Background: an optimization exercise with open tools, aiming at small area and a short achievable clock period. Do not read the settings as production practice. At most, simulation tests tie the RTL to the original design; equivalence was not proved.

## onyx
==> module r3_norm1, before the edit <==
module r3_norm1 (
    input [23:0] z,
    output [23:0] n,
    output [4:0] c,
    output zero
    );
assign zero = ~|z;
wire z16 = ~|z[23:8];
wire [23:0] n1 = z16 ? {z[7:0], 16'd0} : z;
wire z8 = ~|n1[23:16];
wire [23:0] n2 = z8 ? {n1[15:0], 8'd0} : n1;
wire z4 = ~|n2[23:20];
assign n = z4 ? {n2[19:0], 4'd0} : n2;
wire [4:0] lz;
r3_lzc L (.z(z), .c(lz));
assign c = zero ? 5'd0 : lz;
endmodule
==> module r3_norm2, before the edit <==
module r3_norm2 (
    input [23:0] z,
    input [7:0] e,
    input [4:0] c,
    output [23:0] n,
    output [7:0] en
    );
wire [23:0] n3 = z;
wire z2 = ~|n3[23:22];
wire [23:0] n4 = z2 ? {n3[21:0], 2'd0} : n3;
wire z1 = ~n4[23];
assign n = z1 ? {n4[22:0], 1'b0} : n4;
assign en = e - {3'd0, c};
endmodule
==> module r3_mul, before the edit <==
module r3_mul #(parameter [4:0] R = 0) (
    input clk,
    input [31:0] d,
    output [31:0] m
    );
wire [31:0] di;
r3_cut #(.W(32), .EN(R[3])) C3 (.clk(clk), .d(d), .q(di));
wire [23:0] mm = {1'b1, di[22:0]};
wire [24:0] t = {1'b0, mm} + {2'b0, mm[23:1]};
wire [23:0] u = mm - {4'd0, mm[23:4]};
wire [7:0] e = di[30:23];
wire ez_a = (e == 8'd0);
wire byp1_a = (e == 8'd1) | ((e == 8'd255) & t[24]);
wire byp2_a = (e[7:1] == 7'd1) | (e[7:1] == 7'd2);    
wire [22:0] f_b; wire c1; wire [23:0] u_b; wire [7:0] e_b; wire sd_b, ez, byp1, byp2;
r3_cut #(.W(23+1+24+8+1+3), .EN(R[0])) C0 (.clk(clk),
    .d({di[22:0], t[24], u, e, di[31], ez_a, byp1_a, byp2_a}),
    .q({f_b, c1, u_b, e_b, sd_b, ez, byp1, byp2}));
wire u23 = u_b[23];
wire byp = byp1 | byp2;
wire nrm = ~byp & ~ez;
wire [23:0] m_b = {1'b1, f_b};
wire [24:0] o1 = {1'b0, byp1 ? u_b : m_b};
wire [24:0] o2 = nrm ? {2'd0, m_b[23:1]} : (byp1 & ~u23) ? {1'b0, u_b} : 25'd0;
wire [24:0] o3 = nrm ? {3'd0, u_b[23:3], 1'b0} : ez ? {2'd0, u_b[23:1]} : 25'd0;
wire cin = nrm & ~c1 & u_b[2];
wire sh = nrm & c1;
wire [7:0] e1 = byp2 ? e_b + 8'd250 :
                byp1 ? (e_b[1] ? 8'd252 : 8'd254) + {7'd0, u23} :
                ez   ? 8'd255 : e_b + {7'd0, c1};
wire sg = byp2 ? sd_b : ~sd_b;
wire [24:0] cs_s = o1 ^ o2 ^ o3;
wire [24:0] cs_c = (o1 & o2) | (o1 & o3) | (o2 & o3);
wire [24:0] cs_s_c, cs_c_c; wire cin_c, sh_c, sg_c; wire [7:0] e1_c;
r3_cut #(.W(25+25+3+8), .EN(R[1])) C1 (.clk(clk),
    .d({cs_s, cs_c, cin, sh, sg, e1}), .q({cs_s_c, cs_c_c, cin_c, sh_c, sg_c, e1_c}));
wire [25:0] w = {1'b0, cs_s_c} + {cs_c_c, cin_c};
wire [25:0] w_d; wire sh_d, sg_d; wire [7:0] e1_d;
r3_cut #(.W(26+2+8), .EN(R[4])) C4 (.clk(clk),
    .d({w, sh_c, sg_c, e1_c}), .q({w_d, sh_d, sg_d, e1_d}));
wire [7:0] e0_d = e1_d - 8'd1;
wire [24:0] h = sh_d ? w_d[25:1] : w_d[24:0];
wire [31:0] m_e = {sg_d, h[24] ? e1_d : e0_d, h[24] ? h[23:1] : h[22:0]};
r3_cut #(.W(32), .EN(R[2])) C2 (.clk(clk), .d(m_e), .q(m));
endmodule
make LEC_CHECK=0 CAP_MARGIN=20 CORE_MARGIN=2 CORE_UTILIZATION=40 CTS_CLUSTER_DIAMETER=80 CTS_CLUSTER_SIZE=24 PLACE_DENSITY=0.7 SETUP_SLACK_MARGIN=2.3 SLEW_MARGIN=20 finish   # period 5.0 ns
run.sh (not shown) runs the stock make flow with config.mk's settings and CLKGATE_MAP_FILE= SYNTH_SCRIPT=/design/flow/synth_recipe.tcl, a recipe that flattens the netlist after the stock synthesis.
Input-level comparison between pepper and onyx:
--- a/flow/design.v
+++ b/flow/design.v
@@ -137,7 +137,5 @@
 wire [23:0] n1 = z16 ? {z[7:0], 16'd0} : z;
 wire z8 = ~|n1[23:16];
-wire [23:0] n2 = z8 ? {n1[15:0], 8'd0} : n1;
-wire z4 = ~|n2[23:20];
-assign n = z4 ? {n2[19:0], 4'd0} : n2;
+assign n = z8 ? {n1[15:0], 8'd0} : n1;
 wire [4:0] lz;
 r3_lzc L (.z(z), .c(lz));
@@ -151,5 +149,6 @@
     output [7:0] en
     );
-wire [23:0] n3 = z;
+wire z4 = ~|z[23:20];
+wire [23:0] n3 = z4 ? {z[19:0], 4'd0} : z;
 wire z2 = ~|n3[23:22];
 wire [23:0] n4 = z2 ? {n3[21:0], 2'd0} : n3;
@@ -324,6 +323,7 @@
 wire nrm = ~byp & ~ez;
 wire [23:0] m_b = {1'b1, f_b};
-wire [24:0] o1 = {1'b0, byp1 ? u_b : m_b};
-wire [24:0] o2 = nrm ? {2'd0, m_b[23:1]} : (byp1 & ~u23) ? {1'b0, u_b} : 25'd0;
+wire [23:0] s2 = u23 ? u_b : {u_b[22:0], 1'b0};
+wire [24:0] o1 = {1'b0, byp1 ? s2 : m_b};
+wire [24:0] o2 = nrm ? {2'd0, m_b[23:1]} : 25'd0;
 wire [24:0] o3 = nrm ? {3'd0, u_b[23:3], 1'b0} : ez ? {2'd0, u_b[23:1]} : 25'd0;
 wire cin = nrm & ~c1 & u_b[2];
Results
Timing, DRC, antenna: 0 failures across onyx and pepper
Lower total met3 wirelength after detailed routing goes to onyx over pepper.
Area after synthesis essentially unchanged between pepper and onyx.
| wire length | onyx vs pepper | ≈ equal |
Going from onyx to pepper, global routing usage on met1 went up 0.39 points, maximum number of pins on one net before global-route repair higher, final-layout fill cell count lost 126, die area held.
Number of nets at the end of the flow ended up about 0.6% higher on pepper than on onyx.
Proportion of cell area occupied by multi-input gates: onyx vs pepper, no meaningful difference
Taking onyx as the reference, in pepper via count level, total non-filler cell area in the finished layout moved down.
For onyx, only the layout was checked, not whether the RTL still works.

## re-timing with driven ports
The results above use ideal ports. As a check the final layouts listed here were re-extracted and re-timed, cells and wires unchanged. Step 1, drivers: a clkbuf_16 drives clk and a buf_2 each remaining input, both assumed. Step 2 adds t to the input delays and takes it off the output delays; t is the mean of the earliest and latest rising clock arrival at the registers after step 1. Input paths then give back, and output paths get back, about the clock's delay inside the block. Three values: ideal ports, drivers, drivers and shift; two values: the first two.
run | t, ns | setup slack, ns | worst data-port slew with drivers (ns)
onyx | 0.976 | 2.068 / 2.068 / 1.498 | 0.10
pepper | 0.962 | 2.250 / 2.250 / 1.560 | 0.13
After both steps setup and hold are still met in every run listed. The setup slack of pepper, which loses most, moves by 0.000 ns with the drivers and by -0.690 ns with both steps.
